Source: an optimization exercise on an open RTL-to-GDS flow (aim: small area). Production flows keep margins and buffers that such runs may drop.
RTL that was checked went through simulation tests only; none was proved equivalent to the original.
Function not checked in run 2: the RTL went through the layout flow alone.
Power is estimated from default activity; no workload was simulated.

<file path="flow/config.mk">
export PLATFORM = sky130hd
export DESIGN_NAME = Interfaz
export DESIGN_NICKNAME = Interfaz
export VERILOG_FILES = /design/flow/design.v
export SDC_FILE = /design/flow/constraint.sdc
export NUM_CORES = 4
export LEC_CHECK = 0
export CAP_MARGIN = 0
export CORE_MARGIN = 2
export CORE_UTILIZATION = 40
export GPL_TIMING_DRIVEN = 0
export PLACE_DENSITY = 0.6
export SLEW_MARGIN = 0
</file>
<file path="flow/constraint.sdc">
create_clock -name core_clock -period 10.0 [get_ports {clk}]
set_input_delay 2.0000 -clock core_clock [delete_from_list [all_inputs] [get_ports {clk}]]
set_output_delay 2.0000 -clock core_clock [all_outputs]
set_load 0.01 [all_outputs]
</file>
<file path="flow/design.v">
`timescale 1ns / 1ps
module SincronizadorVGA(
  input wire clk, reset,
  output reg hsync, vsync,
  output reg tick,            
  output wire video_on,
  output wire [9:0] pixelx, pixely
  );
function [11:0] inc12; input [11:0] a; input ci; integer i; reg c; begin
  c = ci;
  for (i = 0; i < 12; i = i + 1) begin inc12[i] = a[i] ^ c; c = a[i] & c; end
end endfunction
reg [1:0] mod4_reg;
reg [9:0] hcount_reg, vcount_reg;
wire h_end = hcount_reg[9] & hcount_reg[8] & (&hcount_reg[4:0]);
wire v_end = vcount_reg[9] & vcount_reg[3] & vcount_reg[2];
wire line_end = h_end & (&mod4_reg);
wire [11:0] hm_inc = inc12({hcount_reg, mod4_reg}, 1'b1);
wire [11:0] v_inc = inc12({2'b0, vcount_reg}, line_end);
always @(posedge clk, posedge reset)
  if (reset) begin
    mod4_reg <= 2'b00;
    hcount_reg <= 10'd0;
    vcount_reg <= 10'd0;
  end else begin
    mod4_reg <= hm_inc[1:0];
    hcount_reg <= line_end ? 10'd0 : hm_inc[11:2];
    vcount_reg <= (line_end & v_end) ? 10'd0 : v_inc[9:0];
  end
always @(posedge clk) begin
  hsync <= ~(hcount_reg >= 10'd656 && hcount_reg <= 10'd751);
  vsync <= ~(vcount_reg >= 10'd490 && vcount_reg <= 10'd491);
  tick  <= (vcount_reg >= 10'd480);
end
assign video_on = (hcount_reg < 10'd640) && (vcount_reg < 10'd480);
assign pixelx = hcount_reg;
assign pixely = vcount_reg;
endmodule
`timescale 1ns / 1ps
module ImpresionDatos(
    input wire clk,
    input wire [9:0] pixelx, pixely,
    input wire loaded,
    input wire [3:0] segU, segD, minU, minD, horU, horD, fecU, fecD, mesU, mesD,
                     anoU, anoD, semU, semD, segUT, segDT, minUT, minDT,
                     horUT, horDT,
    input wire [2:0] diaU,           
    input wire [7:0] cursor,
    input wire Escribir, ProgramarCrono, instrucciones,
    output reg graficos,
    output wire [2:0] color,
    output wire [18:0] rom_addr
    );
localparam [3:0] M_GH=0, M_GM=1, M_GS=2, M_D=3, M_PSEM=4, M_PCRO=5, M_PANO=6,
                 M_PFEC=7, M_C=8, M_S=9, M_R=10, M_II=11, M_IT=12, M_A=13;
wire [9:0] x = pixelx, y = pixely;
reg g_n;
reg [3:0] m_n, d_n;
wire [2:0] c_n;
wire y_sem  = y >= 14 && y <= 29;
wire y_ins  = y >= 50 && y <= 125;
wire y_c1   = y >= 141 && y <= 157;
wire y_pc   = y >= 158 && y <= 264;
wire y_g    = y >= 197 && y <= 302;
wire y_raya = y >= 244 && y <= 247;
wire y_c2   = y >= 265 && y <= 348;
wire y_cur  = y >= 306 && y <= 308;
wire y_ano  = y >= 419 && y <= 431;
wire y_A    = y >= 420 && y <= 435;
wire y_RD   = y >= 433 && y <= 448;
wire y_cro  = y >= 436 && y <= 448;
wire y_tec  = y >= 423 && y <= 466;
wire y_fec  = y >= 454 && y <= 466;
wire x_hD = x >= 59 && x <= 121,  x_hU = x >= 123 && x <= 185;
wire x_mD = x >= 260 && x <= 322, x_mU = x >= 324 && x <= 386;
wire x_sD = x >= 459 && x <= 521, x_sU = x >= 524 && x <= 586;
wire x_G = x_hD | x_hU | x_mD | x_mU | x_sD | x_sU;
wire eE = Escribir, eP = ProgramarCrono;
wire curG = (cursor == 8'h21 && eE && x >= 459 && x <= 583) ||
            (cursor == 8'h22 && eE && x >= 260 && x <= 384) ||
            (cursor == 8'h23 && eE && x >= 59 && x <= 183);
wire x_cro = (x >= 127 && x <= 142) || (x >= 152 && x <= 167) || (x >= 176 && x <= 191);
always @* begin
  g_n = y_c1 | (y_c2 & !(y_cur & curG)) | (y_g & !y_raya & x_G)
      | (y_sem & ((x >= 360 && x <= 375) || (y <= 28 && x >= 272 && x <= 335)))
      | (instrucciones & y_ins & x >= 51 && x <= 574)
      | (y_tec & x >= 560)
      | (y_RD & ((x >= 19 && x <= 120) || (x >= 448 && x <= 512)))
      | (y_A & x >= 472 && x <= 486)
      | (y_cro & x_cro)
      | (y_ano & x >= 488 && x <= 504)
      | (y_fec & ((x >= 464 && x <= 479) || (x >= 496 && x <= 511)));
end
always @* begin
  if (y < 30) m_n = (x[6] & x[5]) ? M_PSEM : M_S;
  else if (y < 141) m_n = M_II;
  else if (y < 197) m_n = M_C;
  else if (y < 303) m_n = !x_G ? M_C : (x < 256) ? M_GH : (x < 448) ? M_GM : M_GS;
  else if (y < 419) m_n = M_C;
  else if (x >= 560) m_n = M_IT;
  else if (x <= 120) m_n = M_R;
  else if (x < 448) m_n = M_PCRO;
  else if (x >= 472 && x <= 486 && y <= 435) m_n = M_A;
  else if (y >= 454) m_n = M_PFEC;
  else if (y >= 433) m_n = M_D;
  else m_n = M_PANO;
end
wire b_sem = y < 30;
wire b_g   = y >= 197 && y < 303;
wire b_low = y >= 419;
wire b_ano = b_low && y < 433;
wire b_cro = b_low && y >= 433 && y < 454;
wire b_fec = y >= 454;
wire [20:0] sel;
assign sel[0]  = b_sem & (x >= 367);             
assign sel[1]  = b_sem & (x < 367);              
assign sel[2]  = b_g & (x < 122);                
assign sel[3]  = b_g & (x >= 122) & (x < 256);   
assign sel[4]  = b_g & (x >= 256) & (x < 323);   
assign sel[5]  = b_g & (x >= 323) & (x < 448);   
assign sel[6]  = b_g & (x >= 448) & (x < 523);   
assign sel[7]  = b_g & (x >= 523);               
assign sel[8]  = b_cro & (x < 135);              
assign sel[9]  = b_cro & (x >= 135) & (x < 143);
assign sel[10] = b_cro & (x >= 143) & (x < 160);
assign sel[11] = b_cro & (x >= 160) & (x < 168);
assign sel[12] = b_cro & (x >= 168) & (x < 184);
assign sel[13] = b_cro & (x >= 184) & (x < 448);
assign sel[14] = b_cro & (x >= 448);             
assign sel[15] = b_ano & (x < 497);              
assign sel[16] = b_ano & (x >= 497);             
assign sel[17] = b_fec & (x < 473);              
assign sel[18] = b_fec & (x >= 473) & (x < 480);
assign sel[19] = b_fec & (x >= 480) & (x < 505);
assign sel[20] = b_fec & (x >= 505);             
wire [3:0] dm = ({4{sel[0]}} & semU) | ({4{sel[1]}} & semD) | ({4{sel[2]}} & horD) |
  ({4{sel[3]}} & horU) | ({4{sel[4]}} & minD) | ({4{sel[5]}} & minU) | ({4{sel[6]}} & segD) |
  ({4{sel[7]}} & segU) | ({4{sel[8]}} & horDT) | ({4{sel[9]}} & horUT) | ({4{sel[10]}} & minDT) |
  ({4{sel[11]}} & minUT) | ({4{sel[12]}} & segDT) | ({4{sel[13]}} & segUT) | ({4{sel[14]}} & {1'b0, diaU}) |
  ({4{sel[15]}} & anoD) | ({4{sel[16]}} & anoU) | ({4{sel[17]}} & fecD) | ({4{sel[18]}} & fecU) |
  ({4{sel[19]}} & mesD) | ({4{sel[20]}} & mesU);
always @* d_n = dm | {4{!loaded}};
wire cw = (y >= 473) | y_cur
        | (y >= 31 && y <= 32 && cursor == 8'h28 && eE && x >= 360 && x <= 376)
        | (y >= 450 && y <= 451 && ((cursor == 8'h43 && eP && x >= 127 && x <= 143) ||
                                     (cursor == 8'h42 && eP && x >= 152 && x <= 168) ||
                                     (cursor == 8'h41 && eP && x >= 176 && x <= 192) ||
                                     (cursor == 8'h27 && eE && x >= 448 && x <= 533)))
        | (y >= 471 && y <= 472 && cursor == 8'h24 && eE && x >= 464 && x <= 480);
wire pc = y_pc & !y_raya;
wire xb = x == 29 || x == 213 || x == 229 || x == 413 || x == 429 || x == 613;
wire xs = (x >= 29 && x <= 213) || (x >= 229 && x <= 413) || (x >= 429 && x <= 613);
wire cs = pc & xs;
wire ct = !(y_pc | (y >= 352 && y <= 353)) | (pc & xb);
assign c_n = {cw, cs, ct};
reg [3:0] modo, dig;
always @(posedge clk) begin
  graficos <= g_n;
  modo <= g_n ? m_n : {1'b0, c_n};
  dig <= d_n;
end
assign color = modo[2:0];
function [11:0] add12; input [11:0] p, q; integer i; reg c; reg [11:0] s; begin
  c = 1'b0;
  for (i = 0; i < 12; i = i + 1) begin
    s[i] = p[i] ^ q[i] ^ c; c = (p[i] & q[i]) | (c & (p[i] ^ q[i])); end
  add12 = s; end endfunction
wire gw = (modo == M_GH) ? (x[5:0] >= 6'd59) : (modo == M_GM) ? (x[5:0] >= 6'd4) :
          (x[5:0] >= 6'd12);
reg [9:0] xpart;
always @*
  case (modo)
    M_GH, M_GM, M_GS, M_D: xpart = {4'd0, x[5:0]};
    M_PSEM, M_PCRO, M_PANO, M_PFEC: xpart = {7'd0, x[2:0]};
    default: xpart = x;
  endcase
wire [9:0] cGH0 = dig == 4'd0 ? 10'd5 :
                  dig == 4'd1 ? 10'd72 :
                  dig == 4'd2 ? 10'd132 :
                  dig == 4'd3 ? 10'd197 :
                  dig == 4'd4 ? 10'd258 :
                  dig == 4'd5 ? 10'd325 :
                  dig == 4'd6 ? 10'd388 :
                  dig == 4'd7 ? 10'd455 :
                  dig == 4'd8 ? 10'd516 :
                  dig == 4'd9 ? 10'd581 : 10'd5;
wire [9:0] cGH1 = dig == 4'd0 ? 10'd965 :
                  dig == 4'd1 ? 10'd8 :
                  dig == 4'd2 ? 10'd68 :
                  dig == 4'd3 ? 10'd133 :
                  dig == 4'd4 ? 10'd194 :
                  dig == 4'd5 ? 10'd261 :
                  dig == 4'd6 ? 10'd324 :
                  dig == 4'd7 ? 10'd391 :
                  dig == 4'd8 ? 10'd452 :
                  dig == 4'd9 ? 10'd517 : 10'd965;
wire [9:0] cGM0 = dig == 4'd0 ? 10'd60 :
                  dig == 4'd1 ? 10'd127 :
                  dig == 4'd2 ? 10'd187 :
                  dig == 4'd3 ? 10'd252 :
                  dig == 4'd4 ? 10'd313 :
                  dig == 4'd5 ? 10'd380 :
                  dig == 4'd6 ? 10'd443 :
                  dig == 4'd7 ? 10'd510 :
                  dig == 4'd8 ? 10'd571 :
                  dig == 4'd9 ? 10'd636 : 10'd60;
wire [9:0] cGM1 = dig == 4'd0 ? 10'd1020 :
                  dig == 4'd1 ? 10'd63 :
                  dig == 4'd2 ? 10'd123 :
                  dig == 4'd3 ? 10'd188 :
                  dig == 4'd4 ? 10'd249 :
                  dig == 4'd5 ? 10'd316 :
                  dig == 4'd6 ? 10'd379 :
                  dig == 4'd7 ? 10'd446 :
                  dig == 4'd8 ? 10'd507 :
                  dig == 4'd9 ? 10'd572 : 10'd1020;
wire [9:0] cGS0 = dig == 4'd0 ? 10'd52 :
                  dig == 4'd1 ? 10'd119 :
                  dig == 4'd2 ? 10'd179 :
                  dig == 4'd3 ? 10'd244 :
                  dig == 4'd4 ? 10'd305 :
                  dig == 4'd5 ? 10'd372 :
                  dig == 4'd6 ? 10'd435 :
                  dig == 4'd7 ? 10'd502 :
                  dig == 4'd8 ? 10'd563 :
                  dig == 4'd9 ? 10'd628 : 10'd52;
wire [9:0] cGS1 = dig == 4'd0 ? 10'd1012 :
                  dig == 4'd1 ? 10'd55 :
                  dig == 4'd2 ? 10'd115 :
                  dig == 4'd3 ? 10'd180 :
                  dig == 4'd4 ? 10'd241 :
                  dig == 4'd5 ? 10'd308 :
                  dig == 4'd6 ? 10'd371 :
                  dig == 4'd7 ? 10'd438 :
                  dig == 4'd8 ? 10'd499 :
                  dig == 4'd9 ? 10'd564 : 10'd1012;
wire [9:0] cG = (modo == M_GH) ? (gw ? cGH1 : cGH0) : (modo == M_GM) ? (gw ? cGM1 : cGM0) :
                (gw ? cGS1 : cGS0);
wire [9:0] cP = dig == 4'd0 ? 10'd1   : dig == 4'd1 ? 10'd10  : dig == 4'd2 ? 10'd21  :
                dig == 4'd3 ? 10'd31  : dig == 4'd4 ? 10'd40  : dig == 4'd5 ? 10'd51  :
                dig == 4'd6 ? 10'd60  : dig == 4'd7 ? 10'd71  : dig == 4'd8 ? 10'd80  :
                dig == 4'd9 ? 10'd90  : 10'd0;
wire [9:0] cD = dig == 4'd0 ? 10'd0   : dig == 4'd1 ? 10'd81  : dig == 4'd2 ? 10'd170 :
                dig == 4'd3 ? 10'd279 : dig == 4'd4 ? 10'd365 : dig == 4'd5 ? 10'd458 :
                dig == 4'd6 ? 10'd554 : 10'd0;
reg [9:0] oy; reg [9:0] c;
always @*
  case (modo)
    M_GH, M_GM, M_GS: begin oy = -10'd192;  c = cG; end
    M_D:    begin oy = -10'd88;  c = cD; end
    M_PSEM: begin oy = 10'd312;  c = cP; end
    M_PCRO: begin oy = -10'd109;  c = cP; end
    M_PANO: begin oy = -10'd93;  c = cP; end
    M_PFEC: begin oy = -10'd128;  c = cP; end
    M_C:    begin oy = -10'd29;  c = 10'd0; end
    M_S:    begin oy = 10'd313;  c = 10'd72; end
    M_R:    begin oy = -10'd109;  c = 10'd90; end
    M_II:   begin oy = 10'd108;   c = -10'd50; end
    M_IT:   begin oy = -10'd254; c = 10'd15; end
    default: begin oy = -10'd93; c = -10'd44; end
  endcase
wire [11:0] L = add12({2'd0, xpart}, {2'd0, c});
wire [11:0] Y = add12({2'd0, y}, {2'd0, oy});
wire [11:0] Q5 = add12({2'd0, Y[9:0]}, {Y[9:0], 2'b0});
function [8:0] inc9; input [8:0] a; integer i; reg c; begin
  c = 1'b1;
  for (i = 0; i < 9; i = i + 1) begin inc9[i] = a[i] ^ c; c = a[i] & c; end
end endfunction
wire [11:0] Qlo = add12({9'd0, Q5[2:0]}, {9'd0, L[9:7]});
wire [8:0] Qinc = inc9(Q5[11:3]);
wire [11:0] Q = {Qlo[3] ? Qinc : Q5[11:3], Qlo[2:0]};
assign rom_addr = {Q, L[6:0]};
endmodule
`timescale 1ns / 1ps
module Interfaz(
    input wire clk,reset,
    input wire instrucciones,ProgramarCrono,ring,
    input wire [7:0] cursor,
    input wire Escribir,
    output wire  [11:0] rgbO,
    output wire hsync,vsync,
    output wire video_on,
    input wire [7:0] datos0,datos1,datos2,datos3,datos4,datos5,datos6,datos7,datos8,
    datos9,datos10,
    output wire [18:0] mem_addr,
    output wire mem_en,
    input wire [11:0] mem_data
    );
wire [9:0] pixelx, pixely;
wire tick;
SincronizadorVGA SincronizadorVGA_unit(
  .clk(clk), .reset(reset),
  .hsync(hsync), .vsync(vsync), .tick(tick), .video_on(video_on),
  .pixelx(pixelx), .pixely(pixely));
reg loaded;
always @(posedge clk, posedge reset)
  if (reset) loaded <= 1'b0;
  else loaded <= loaded | tick;
reg [2:0] diaU;    
reg [3:0] segU, segD, minU, minD, horU, horD, fecU, fecD, mesU, mesD, anoU, anoD,
          semU, semD, segUT, segDT, minUT, minDT, horUT, horDT;
always @(posedge clk)
  if (tick) begin
    segU <= datos0[3:0];  segD <= datos0[7:4];
    minU <= datos1[3:0];  minD <= datos1[7:4];
    horU <= datos2[3:0];  horD <= datos2[7:4];
    fecU <= datos3[3:0];  fecD <= datos3[7:4];
    mesU <= datos4[3:0];  mesD <= datos4[7:4];
    anoU <= datos5[3:0];  anoD <= datos5[7:4];
    diaU <= (datos6[3] | (&datos6[2:0])) ? 3'd7 : datos6[2:0];
    semU <= datos7[3:0];  semD <= datos7[7:4];
    segUT <= datos8[3:0]; segDT <= datos8[7:4];
    minUT <= datos9[3:0]; minDT <= datos9[7:4];
    horUT <= datos10[3:0]; horDT <= datos10[7:4];
  end
wire graficos;
wire [2:0] color;    
wire [18:0] address;
ImpresionDatos ImpresionDatos_unit(
  .clk(clk), .pixelx(pixelx), .pixely(pixely), .loaded(loaded),
  .segU(segU), .segD(segD), .minU(minU), .minD(minD), .horU(horU), .horD(horD),
  .fecU(fecU), .fecD(fecD), .mesU(mesU), .mesD(mesD), .anoU(anoU), .anoD(anoD),
  .diaU(diaU), .semU(semU), .semD(semD), .segUT(segUT), .segDT(segDT),
  .minUT(minUT), .minDT(minDT), .horUT(horUT), .horDT(horDT),
  .cursor(cursor), .Escribir(Escribir), .ProgramarCrono(ProgramarCrono),
  .instrucciones(instrucciones),
  .graficos(graficos), .color(color), .rom_addr(address));
assign mem_addr = address;
assign mem_en = graficos;
reg [11:0] douta_reg;
always @(posedge clk)
  douta_reg <= mem_data;
wire cw = color[2], cs = color[1], ct = color[0];
wire [11:0] colorTab = {cw, cw, cw | (cs & ct), cw | cs,
                        cw, cw, cw | ct, cw | cs | ct,
                        cw, cw, cw | ct, cs};
wire alarm = ring && (pixely >= 10'd473) && (pixely <= 10'd480);
reg [11:0] rgb;
always @(posedge clk)
  if (video_on && !tick)
    rgb <= graficos ? douta_reg : alarm ? 12'hf00 : colorTab;
  else
    rgb <= 12'h0f7;
assign rgbO = rgb;
endmodule
</file>
<file path="flow/flow/run.sh">
#!/bin/bash
# Standard ORFS layout with these changes:
#  - synthesis is the standard flow's own script, except that ABC maps the logic with an
#    area-oriented script (flow/abc_area.script); registers are untouched;
#  - the port buffers use the smallest buffer cell;
#  - clock tree synthesis adds no dummy loads and uses small clock buffers.
# Every tool's log stays under orfs/logs/; make's output goes to flow_make.log.
set -euo pipefail
W=$(pwd)
{
  head -n 1 synth_recipe.tcl
  cat <<EOT
proc abc {args} {
  set i [lsearch -exact \$args -script]
  if {\$i >= 0} { lset args [expr {\$i + 1}] $W/flow/abc_area.script }
  yosys abc {*}\$args
}
EOT
  tail -n +2 synth_recipe.tcl
} > own_synth.tcl
sed "s|SYNTH_SCRIPT=[^ ]*|SYNTH_SCRIPT=$W/own_synth.tcl|" standard.sh > own_standard.sh
export BUFFER_PORTS_ARGS="-buffer_cell sky130_fd_sc_hd__buf_1"
export CTS_ARGS="-sink_clustering_enable -repair_clock_nets -dont_use_dummy_load -buf_list sky130_fd_sc_hd__clkbuf_8 -sink_clustering_size 24 -sink_clustering_max_diameter 120"
bash own_standard.sh finish > flow_make.log 2>&1
</file>
<file path="flow/flow/abc_area.script">
&get -n
&st
&deepsyn -J 200 -T 900
&st
&dch -f
&nf -R 1000
&put
</file>
<file path="flow/standard.sh">
#!/bin/bash
# synth_recipe.tcl (not shown) runs the flow's synth.tcl, then flattens the netlist and writes it again
# the make line also repeats each setting of config.mk as NAME=value (left out here)
make -C /OpenROAD-flow-scripts/flow DESIGN_CONFIG=/design/flow/config.mk WORK_HOME=/design/flow/orfs CLKGATE_MAP_FILE= SYNTH_SCRIPT=/design/flow/synth_recipe.tcl "${@:-finish}"
</file>
==> flow_summary.ini, run 1 <==
[power_and_ir_drop]
p_leak_nw = 3.19
p_sw_uw = 192
p_sw_share_pct = 19.8
clkPwrFrac_pct = 34.0
ir_drop_mv = 0.0784
seqPwrFrac_pct = 63.9
p_per_area_nw_per_um2 = 109
p_int_uw = 781
comb_power_share_pct = 2.2

[job]
maxCapViolations = 0

[clock_network]
clock_path_buffers = 2
cts_tree = yes
clkLatencyLatePin_ns = 0.43
cts_buffers = 17
h-tree-depth = 4
post_cts_buffers = 0
holdBufCountCts = 0
cts.sinks = 142
ctsRootBufferMaster = clkbuf_8
clk_pin_slew_ns = 0.08

[sta]
setup_slack_ns = 0.541
tns_ns = 0
hold_viol_final = 0
fmax_ghz = 0.106
holdWs_ns = 0.421
fin_crit_sh_pct = 94.6
fin_skew_ns = 0.0313
grt_setup_unrepaired = no
timing.slew.headroom_pct = 32.9
layout_min_cycle_time_ns = 9.46
tightest_slew_ns = 0.994
setup_viol = 0
drv_slew = 0

[routing]
vias = 6587
vias_per_cell = 5.55
wl_per_cell_um = 18.1
drc_errors = 0
drt_first_pass_iters = 7
antenna_left = 0
drt_wl_total_um = 21500
first_iter_violations = 578

[outcome]
status = no timing/DRC/antenna violations

[global_route]
track_usage_pct = 21.3
grt_start_max_net_pins = 68
grt_pass1_wl_um = 33300
antenna_found_initial = 0
grt_remaining_overflow = 0
grt_pass1_vias = 6174

[cells_and_area]
area_delta_synth_final_pct = 14.9
drive_gt1_share_pct = 3.67
final_cells = 1187
antennaDiodeCount = 0
nFillCells = 1886
utilization_pct = 47.3
nNetsFinal = 1099

[worst_setup_path]
worstSetupEndpointType = primary output
worst-path-max-fanout = 12
required_ns = 8.00
critPathLaunchType = flip-flop
cp_slowest_stage_delay_ns = 0.50
worstPathArrival_ns = 7.46
cp_top_family = adder cells
crit_top_cell = fa_1
crit_path_top_delay_cell = fa_1
setup.worst_path.class = reg -> out
path_buf_inv = 9

[yosys]
synth_seq_cells = 142
synthFlopType = edfxtp_1
synth-seq-area-share_pct = 48.8
syn_inst = 765
netlist_area_um2 = 7770
syn_avg_cell_area_um2 = 10.2
synth_top_area_share_pct = 32.1
synth-async-reset-ratio_pct = 16.2
synth_fp_nets = 935
synth_area_leaders = edfxtp_1 32%, dfxtp_1 9.3%, dfrtp_1 7.4%
ys_warn_count = 3
synth_edf_count = 83
synth_top_cell_by_area = edfxtp_1
ys_types = 57
yosysMostFrequentCell = nand2_1
synth_common_cells = 104 x nand2_1, 83 x edfxtp_1, 67 x nor2_1, 52 x clkinv_1, 40 x a21oi_1

[die]
core_area_um2 = 18900
die-area_um2 = 20600
pin_count = 149
row_count = 50
die_w_um = 143
die_y_um = 143
initial_utilization_pct = 41.1

[placed_design]
dp_hpwl_um = 16400
io_buffers = 144
dpl.cell_count = 1170
pre_cts_ws_ns = 0.537
gp_congestion = 0.982

[hold_path]
min_path_type = reg -> reg
==> tightest hold or removal path: cells and delay by family (launching register included) <==
family	cells	cell delay, ns
DFF	1	0.30
and+or+nand+nor	2	0.09
==> worst paths after layout <==
kind / startpoint / endpoint / slack (ns) / cells past startpoint
max: ImpresionDatos_unit.dig[1]$_DFF_P_ / mem_addr[18] / 0.54 / 33
min: douta_reg[5]$_DFF_P_ / rgb[5]$_SDFF_PN1_ / 0.42 / 2
max reg2reg: SincronizadorVGA_unit.hcount_reg[3]$_DFF_PP0_ / SincronizadorVGA_unit.vcount_reg[9]$_DFF_PP0_ / 5.96 / 15
min reg2reg: douta_reg[5]$_DFF_P_ / rgb[5]$_SDFF_PN1_ / 0.42 / 2
max in group asynchronous: reset / SincronizadorVGA_unit.hcount_reg[5]$_DFF_PP0_ / 7.96 / 2
min in group asynchronous: reset / loaded$_DFF_PP0_ / 1.60 / 2
==> timing repair <==
item                       4_1_cts  5_1_grt
gates resized for setup          0       17
hold endpoints to repair         0        0
setup endpoints to repair        0       10
==> power groups by stage <==
stage,combinational [mW],sequential [mW],clock [mW]
floorplan,0.00322,0.635,0
global placement,0.0213,0.634,0
detailed placement,0.0215,0.634,0
CTS,0.0216,0.622,0.341
global route,0.0244,0.621,0.368
finish,0.0213,0.622,0.331
==> logic make-up after synthesis <==
group                      count (synthesis)  share of synthesized area, %
and+or+nand+nor                          328                          20.1
AOI/OAI and AO/OA                        172                          15.3
DFF                                      142                          48.8
adders and majority gates                 56                          11.4
buffers and inverters                     52                          2.51
xor gates and xnor gates                   9                          1.01
muxes                                      6                         0.853
==> through the flow <==
stage               instance area [um2]  power (mW)
floorplan                          7770       0.638
global route                       8930        1.01
finish                             8930       0.974
CTS                                8900       0.984
detailed placement                 8670       0.656
global placement                   8640       0.656
==> per-layer routing <==
| metal | global-route usage, % | wire (um) | vias up |
|---|---|---|---|
| li1 | - | - | 3160 |
| met1 | 30.9 | 9760 | 3094 |
| met2 | 32.8 | 9840 | 306 |
| met3 | 3.73 | 1550 | 27 |
| met4 | 6.45 | 358 | 0 |
| met5 | 0 | 0 | - |
==> layout make-up <==
| type | instances | area (um2) | share of cell area, % |
|---|---|---|---|
| clock buffer | 17 | 234 | 2.62 |
| inverter | 52 | 195 | 2.19 |
| multi-input combinational | 571 | 3810 | 42.6 |
| sequential | 142 | 3800 | 42.6 |
| tap | 260 | 325 | 3.64 |
| timing repair buffer | 145 | 568 | 6.36 |
==> placed cells by master, fill, tap and decap left out, types with 14 or more instances in the layout <==
cell / n
or2_0: 14
nor2_1: 65
a21oi_1: 39
buf_1: 144
and2_0: 24
nand2_1: 104
nand3_1: 32
fa_1: 24
nor3_1: 24
edfxtp_1: 83
ha_1: 31
dfrtp_1: 23
clkbuf_8: 17
nand4_1: 15
o21ai_0: 30
dfxtp_1: 27
clkinv_1: 52
==> run 2, diff against run 1 <==
--- a/flow/design.v
+++ b/flow/design.v
@@ -15,7 +15,7 @@
 wire h_end = hcount_reg[9] & hcount_reg[8] & (&hcount_reg[4:0]);
 wire v_end = vcount_reg[9] & vcount_reg[3] & vcount_reg[2];
-wire line_end = h_end & (&mod4_reg);
 wire [11:0] hm_inc = inc12({hcount_reg, mod4_reg}, 1'b1);
-wire [11:0] v_inc = inc12({2'b0, vcount_reg}, line_end);
+wire [11:0] v_inc = inc12({2'b0, vcount_reg}, 1'b1);
+wire line_end = h_end & (&mod4_reg);
 always @(posedge clk, posedge reset)
   if (reset) begin
@@ -26,5 +26,6 @@
     mod4_reg <= hm_inc[1:0];
     hcount_reg <= line_end ? 10'd0 : hm_inc[11:2];
-    vcount_reg <= (line_end & v_end) ? 10'd0 : v_inc[9:0];
+    if (line_end)
+      vcount_reg <= v_end ? 10'd0 : v_inc[9:0];
   end
 always @(posedge clk) begin
@@ -176,63 +177,63 @@
   endcase
 wire [9:0] cGH0 = dig == 4'd0 ? 10'd5 :
-                  dig == 4'd1 ? 10'd72 :
-                  dig == 4'd2 ? 10'd132 :
-                  dig == 4'd3 ? 10'd197 :
-                  dig == 4'd4 ? 10'd258 :
-                  dig == 4'd5 ? 10'd325 :
-                  dig == 4'd6 ? 10'd388 :
-                  dig == 4'd7 ? 10'd455 :
-                  dig == 4'd8 ? 10'd516 :
-                  dig == 4'd9 ? 10'd581 : 10'd5;
+                dig == 4'd1 ? 10'd72 :
+                dig == 4'd2 ? 10'd132 :
+                dig == 4'd3 ? 10'd197 :
+                dig == 4'd4 ? 10'd258 :
+                dig == 4'd5 ? 10'd325 :
+                dig == 4'd6 ? 10'd388 :
+                dig == 4'd7 ? 10'd455 :
+                dig == 4'd8 ? 10'd516 :
+                dig == 4'd9 ? 10'd581 : 10'd5;
 wire [9:0] cGH1 = dig == 4'd0 ? 10'd965 :
-                  dig == 4'd1 ? 10'd8 :
-                  dig == 4'd2 ? 10'd68 :
-                  dig == 4'd3 ? 10'd133 :
-                  dig == 4'd4 ? 10'd194 :
-                  dig == 4'd5 ? 10'd261 :
-                  dig == 4'd6 ? 10'd324 :
-                  dig == 4'd7 ? 10'd391 :
-                  dig == 4'd8 ? 10'd452 :
-                  dig == 4'd9 ? 10'd517 : 10'd965;
+                dig == 4'd1 ? 10'd8 :
+                dig == 4'd2 ? 10'd68 :
+                dig == 4'd3 ? 10'd133 :
+                dig == 4'd4 ? 10'd194 :
+                dig == 4'd5 ? 10'd261 :
+                dig == 4'd6 ? 10'd324 :
+                dig == 4'd7 ? 10'd391 :
+                dig == 4'd8 ? 10'd452 :
+                dig == 4'd9 ? 10'd517 : 10'd965;
 wire [9:0] cGM0 = dig == 4'd0 ? 10'd60 :
-                  dig == 4'd1 ? 10'd127 :
-                  dig == 4'd2 ? 10'd187 :
-                  dig == 4'd3 ? 10'd252 :
-                  dig == 4'd4 ? 10'd313 :
-                  dig == 4'd5 ? 10'd380 :
-                  dig == 4'd6 ? 10'd443 :
-                  dig == 4'd7 ? 10'd510 :
-                  dig == 4'd8 ? 10'd571 :
-                  dig == 4'd9 ? 10'd636 : 10'd60;
+                dig == 4'd1 ? 10'd127 :
+                dig == 4'd2 ? 10'd187 :
+                dig == 4'd3 ? 10'd252 :
+                dig == 4'd4 ? 10'd313 :
+                dig == 4'd5 ? 10'd380 :
+                dig == 4'd6 ? 10'd443 :
+                dig == 4'd7 ? 10'd510 :
+                dig == 4'd8 ? 10'd571 :
+                dig == 4'd9 ? 10'd636 : 10'd60;
 wire [9:0] cGM1 = dig == 4'd0 ? 10'd1020 :
-                  dig == 4'd1 ? 10'd63 :
-                  dig == 4'd2 ? 10'd123 :
-                  dig == 4'd3 ? 10'd188 :
-                  dig == 4'd4 ? 10'd249 :
-                  dig == 4'd5 ? 10'd316 :
-                  dig == 4'd6 ? 10'd379 :
-                  dig == 4'd7 ? 10'd446 :
-                  dig == 4'd8 ? 10'd507 :
-                  dig == 4'd9 ? 10'd572 : 10'd1020;
+                dig == 4'd1 ? 10'd63 :
+                dig == 4'd2 ? 10'd123 :
+                dig == 4'd3 ? 10'd188 :
+                dig == 4'd4 ? 10'd249 :
+                dig == 4'd5 ? 10'd316 :
+                dig == 4'd6 ? 10'd379 :
+                dig == 4'd7 ? 10'd446 :
+                dig == 4'd8 ? 10'd507 :
+                dig == 4'd9 ? 10'd572 : 10'd1020;
 wire [9:0] cGS0 = dig == 4'd0 ? 10'd52 :
-                  dig == 4'd1 ? 10'd119 :
-                  dig == 4'd2 ? 10'd179 :
-                  dig == 4'd3 ? 10'd244 :
-                  dig == 4'd4 ? 10'd305 :
-                  dig == 4'd5 ? 10'd372 :
-                  dig == 4'd6 ? 10'd435 :
-                  dig == 4'd7 ? 10'd502 :
-                  dig == 4'd8 ? 10'd563 :
-                  dig == 4'd9 ? 10'd628 : 10'd52;
+                dig == 4'd1 ? 10'd119 :
+                dig == 4'd2 ? 10'd179 :
+                dig == 4'd3 ? 10'd244 :
+                dig == 4'd4 ? 10'd305 :
+                dig == 4'd5 ? 10'd372 :
+                dig == 4'd6 ? 10'd435 :
+                dig == 4'd7 ? 10'd502 :
+                dig == 4'd8 ? 10'd563 :
+                dig == 4'd9 ? 10'd628 : 10'd52;
 wire [9:0] cGS1 = dig == 4'd0 ? 10'd1012 :
-                  dig == 4'd1 ? 10'd55 :
-                  dig == 4'd2 ? 10'd115 :
-                  dig == 4'd3 ? 10'd180 :
-                  dig == 4'd4 ? 10'd241 :
-                  dig == 4'd5 ? 10'd308 :
-                  dig == 4'd6 ? 10'd371 :
-                  dig == 4'd7 ? 10'd438 :
-                  dig == 4'd8 ? 10'd499 :
-                  dig == 4'd9 ? 10'd564 : 10'd1012;
+                dig == 4'd1 ? 10'd55 :
+                dig == 4'd2 ? 10'd115 :
+                dig == 4'd3 ? 10'd180 :
+                dig == 4'd4 ? 10'd241 :
+                dig == 4'd5 ? 10'd308 :
+                dig == 4'd6 ? 10'd371 :
+                dig == 4'd7 ? 10'd438 :
+                dig == 4'd8 ? 10'd499 :
+                dig == 4'd9 ? 10'd564 : 10'd1012;
 wire [9:0] cG = (modo == M_GH) ? (gw ? cGH1 : cGH0) : (modo == M_GM) ? (gw ? cGM1 : cGM0) :
                 (gw ? cGS1 : cGS0);
@@ -263,11 +264,16 @@
 wire [11:0] Y = add12({2'd0, y}, {2'd0, oy});
 wire [11:0] Q5 = add12({2'd0, Y[9:0]}, {Y[9:0], 2'b0});
-function [8:0] inc9; input [8:0] a; integer i; reg c; begin
-  c = 1'b1;
-  for (i = 0; i < 9; i = i + 1) begin inc9[i] = a[i] ^ c; c = a[i] & c; end
-end endfunction
 wire [11:0] Qlo = add12({9'd0, Q5[2:0]}, {9'd0, L[9:7]});
-wire [8:0] Qinc = inc9(Q5[11:3]);
-wire [11:0] Q = {Qlo[3] ? Qinc : Q5[11:3], Qlo[2:0]};
+reg [11:0] Q;
+reg pa;
+integer qi;
+always @* begin
+  Q[2:0] = Qlo[2:0];
+  pa = Qlo[3];
+  for (qi = 3; qi < 12; qi = qi + 1) begin
+    Q[qi] = Q5[qi] ^ pa;
+    pa = pa & Q5[qi];
+  end
+end
 assign rom_addr = {Q, L[6:0]};
 endmodule
@@ -296,5 +302,5 @@
 always @(posedge clk, posedge reset)
   if (reset) loaded <= 1'b0;
-  else loaded <= loaded | tick;
+  else if (tick) loaded <= 1'b1;
 reg [2:0] diaU;    
 reg [3:0] segU, segD, minU, minD, horU, horD, fecU, fecD, mesU, mesD, anoU, anoD,
--- a/flow/flow/run.sh
+++ b/flow/flow/run.sh
@@ -21,4 +21,4 @@
 sed "s|SYNTH_SCRIPT=[^ ]*|SYNTH_SCRIPT=$W/own_synth.tcl|" standard.sh > own_standard.sh
 export BUFFER_PORTS_ARGS="-buffer_cell sky130_fd_sc_hd__buf_1"
-export CTS_ARGS="-sink_clustering_enable -repair_clock_nets -dont_use_dummy_load -buf_list sky130_fd_sc_hd__clkbuf_8 -sink_clustering_size 24 -sink_clustering_max_diameter 120"
+export CTS_ARGS="-sink_clustering_enable -repair_clock_nets -dont_use_dummy_load -buf_list sky130_fd_sc_hd__clkbuf_8"
 bash own_standard.sh finish > flow_make.log 2>&1
--- a/flow/config.mk
+++ b/flow/config.mk
@@ -8,6 +8,6 @@
 export CAP_MARGIN = 0
 export CORE_MARGIN = 2
-export CORE_UTILIZATION = 40
+export CORE_UTILIZATION = 55
 export GPL_TIMING_DRIVEN = 0
-export PLACE_DENSITY = 0.6
+export PLACE_DENSITY = 0.75
 export SLEW_MARGIN = 0
==> run 2 against run 1 <==
- now fails the layout checks on setup timing
- fmax is 6.7% lower
- setup slack worse by 0.68 ns
- largest power group unchanged
- non-clock buffer count is 25 higher
==> flow_summary.ini, run 2 <==
[outcome]
status = failed layout checks
so.violations = setup timing

[global_route]
track_usage_pct = 29.6
antenna_found_initial = 0
grt_remaining_overflow = 0
grt_pass1_vias = 6802
grt_start_max_net_pins = 81
grt_pass1_wl_um = 34000

[sta]
hold_viol_final = 0
tightest_slew_ns = 0.894
layout_min_cycle_time_ns = 10.13
grt_setup_unrepaired = yes
setup_viol = 1
fin_crit_sh_pct = 101
drv_slew = 0
fin_skew_ns = 0.0233
holdWs_ns = 0.425
setup_slack_ns = -0.134
fmax_ghz = 0.0987
timing.slew.headroom_pct = 40.4

[die]
pin_count = 149
core_area_um2 = 13900
die-area_um2 = 15200
die_y_um = 123
initial_utilization_pct = 56.2
die_w_um = 123
row_count = 43

[yosys]
yosysMostFrequentCell = nand2_1
syn_inst = 764
synthMuxAreaShare_pct = 0
synth_seq_cells = 142
synth_edf_count = 83
ys_warn_count = 3
synth_top_area_share_pct = 31.9
synth-compound-area-share_pct = 17.0
ys_types = 55
yosys.area_share.simple_pct = 18.8
synthFlopType = edfxtp_1
syn_avg_cell_area_um2 = 10.2
synth_area_leaders = edfxtp_1 32%, dfxtp_1 9.2%, dfrtp_1 7.4%
synth_common_cells = 88 x nand2_1, 83 x edfxtp_1, 78 x nor2_1, 55 x a21oi_1, 51 x clkinv_1
synth_xor_area_share_pct = 1.57
synth_fp_nets = 936
netlist_area_um2 = 7810
synth-async-reset-ratio_pct = 16.2
synth-adder-area-share_pct = 11.7
synth_top_cell_by_area = edfxtp_1
synth_top_family_by_area = simple AND/OR/NAND/NOR gates
synth-seq-area-share_pct = 48.5

[worst_setup_path]
r2r_cells = 12
worst-r2r-setup-slack_ns = 5.99
cp_slowest_stage_delay_ns = 0.53
worstPathArrival_ns = 8.13
r2r-end = ImpresionDatos_unit.dig[2]$_DFF_P_
worst-path-max-fanout = 6
critPathLaunchType = flip-flop
worstSetupEndpointType = primary output
required_ns = 8.00
endpoint = mem_addr[18]
cp-startpoint = ImpresionDatos_unit.dig[1]$_DFF_P_
timing.rr.start = SincronizadorVGA_unit.hcount_reg[5]$_DFF_PP0_
setup.worst_path.class = reg -> out
crit_top_cell = fa_2
crit_path_top_delay_cell = fa_1

[cells_and_area]
final_cell_area_um2 = 9350
nNetsFinal = 1125
drive_gt1_share_pct = 10.5
final_common_cell = buf_1
nFillCells = 1107
antennaDiodeCount = 0
area_delta_synth_final_pct = 19.8
final_cells = 1131
final_cell_mix = 142 x buf_1, 86 x nand2_1, 83 x edfxtp_1

[clock_network]
clkLatencyLatePin_ns = 0.46
clock_path_buffers = 2
h-tree-depth = 4
holdBufCountCts = 0
ctsRootBufferMaster = clkbuf_8
clk_pin_slew_ns = 0.07
cts.sinks = 142
cts_buffers = 17
cts_tree = yes

[placed_design]
dpl.cell_count = 1089
io_buffers = 144
dp_hpwl_um = 15400
placed_area_um2 = 8610
gp_congestion = 1.05

[routing]
vias = 7062
wl_per_cell_um = 19.4
drc_errors = 0
drt_wl_total_um = 21900
first_iter_violations = 822
antenna_left = 0
drt_first_pass_iters = 6
vias_per_cell = 6.24

[power_and_ir_drop]
total_power_uw = 972
ir_drop_mv = 0.0956
p_leak_nw = 3.29
p_per_area_nw_per_um2 = 104

[hold_path]
holdPathStages = 2
min_path_type = reg -> reg

[job]
maxCapViolations = 0
[run 2: power breakdown]
group	internal [mW]	switching, mW	total, mW
Sequential	0.619	0.000703	0.620
Clock	0.149	0.182	0.331
Combinational	0.0106	0.0101	0.0207
Total	0.779	0.193	0.972
[run 2: kinds of logic after synthesis]
| family | count (synthesis) |
|---|---|
| AO/OA/AOI/OAI | 193 |
| XOR/XNOR | 14 |
| adder cells (fa/ha/maj) | 58 |
| buffers and inverters | 51 |
| flip-flops | 142 |
| AND/OR/NAND/NOR | 306 |
[run 2: worst min-delay path by stage]
stage	endpoint	slack (ns)	startpoint
2_1_floorplan	rgb[10]$_SDFF_PN0_	0.40	douta_reg[10]$_DFF_P_
3_3_place_gp	rgb[10]$_SDFF_PN0_	0.41	douta_reg[10]$_DFF_P_
3_5_place_dp	rgb[2]$_SDFF_PN1_	0.41	douta_reg[2]$_DFF_P_
4_1_cts	rgb[8]$_SDFF_PN0_	0.42	douta_reg[8]$_DFF_P_
5_1_grt	rgb[11]$_SDFF_PN0_	0.45	douta_reg[11]$_DFF_P_
6_report	rgb[11]$_SDFF_PN0_	0.42	douta_reg[11]$_DFF_P_
[run 2: through the flow]
stage          TNS [ns]  utilization [%]  worst slack (ns)
6_report         -0.134             67.4            -0.134
5_1_grt          -0.433             67.4            -0.361
3_3_place_gp      -2.53             61.8            -0.906
3_5_place_dp      -2.41             62.0            -0.898
2_1_floorplan         0                -            0.0614
4_1_cts          -0.428             66.7            -0.351
[run 2: worst max-delay path: cells and delay by family (launching register included)]
kind	cells	cell delay [ns]
fa+ha+maj	19	4.84
compound gates	3	0.68
buf+inv	8	0.63
xor+xnor	4	0.60
simple gates	4	0.50
flops	1	0.41
[run 2: repair_timing]
| action | 4_1_cts | 5_1_grt |
|---|---|---|
| endpoints found under the setup margin | 8 | 5 |
| buffers inserted | 19 | 6 |
| pin swaps | 27 | 29 |
| gates resized for setup | 76 | 12 |
[run 2: metal layers]
| metal | track usage [%] | wire length [um] |
|---|---|---|
| met3 | 6.60 | 1800 |
| met4 | 14.6 | 958 |
| met1 | 38.2 | 8770 |
| met5 | 0 | 0 |
| met2 | 47.4 | 10400 |
[run 2: layout make-up]
cell class / instances / area [um2] / share of cell area [%]
tap: 180 / 225 / 2.41
multi-input combinational: 571 / 4100 / 43.8
sequential: 142 / 3820 / 40.8
timing repair buffer: 170 / 768 / 8.22
clock buffer: 17 / 234 / 2.50
inverter: 51 / 204 / 2.18

==> port drivers added, routing unchanged <==
How much do the figures lean on ideal ports? The routed layouts below were timed once more, with nothing changed but the port constraints. Step 1 assumes that a clkbuf_16 drives the clock port and a buf_2 every other input. Step 2, shift: input delay + t, output delay - t, t = (earliest + latest rising clock arrival at the registers) / 2. This alone moves slack from input paths to output paths. Three values: no drivers, after step 1, after step 2; two values: the first two.
| run | shift t [ns] | slack for setup (ns) | hold slack, ns | cell pins on the clock port's net |
|---|---|---|---|---|
| run 1 | 0.461 | 0.541 / 0.501 / 0.962 | 0.421 / 0.421 / 0.421 | 1 |
| run 2 | 0.480 | -0.134 / -0.171 / 0.309 | 0.425 / 0.425 / 0.425 | 1 |
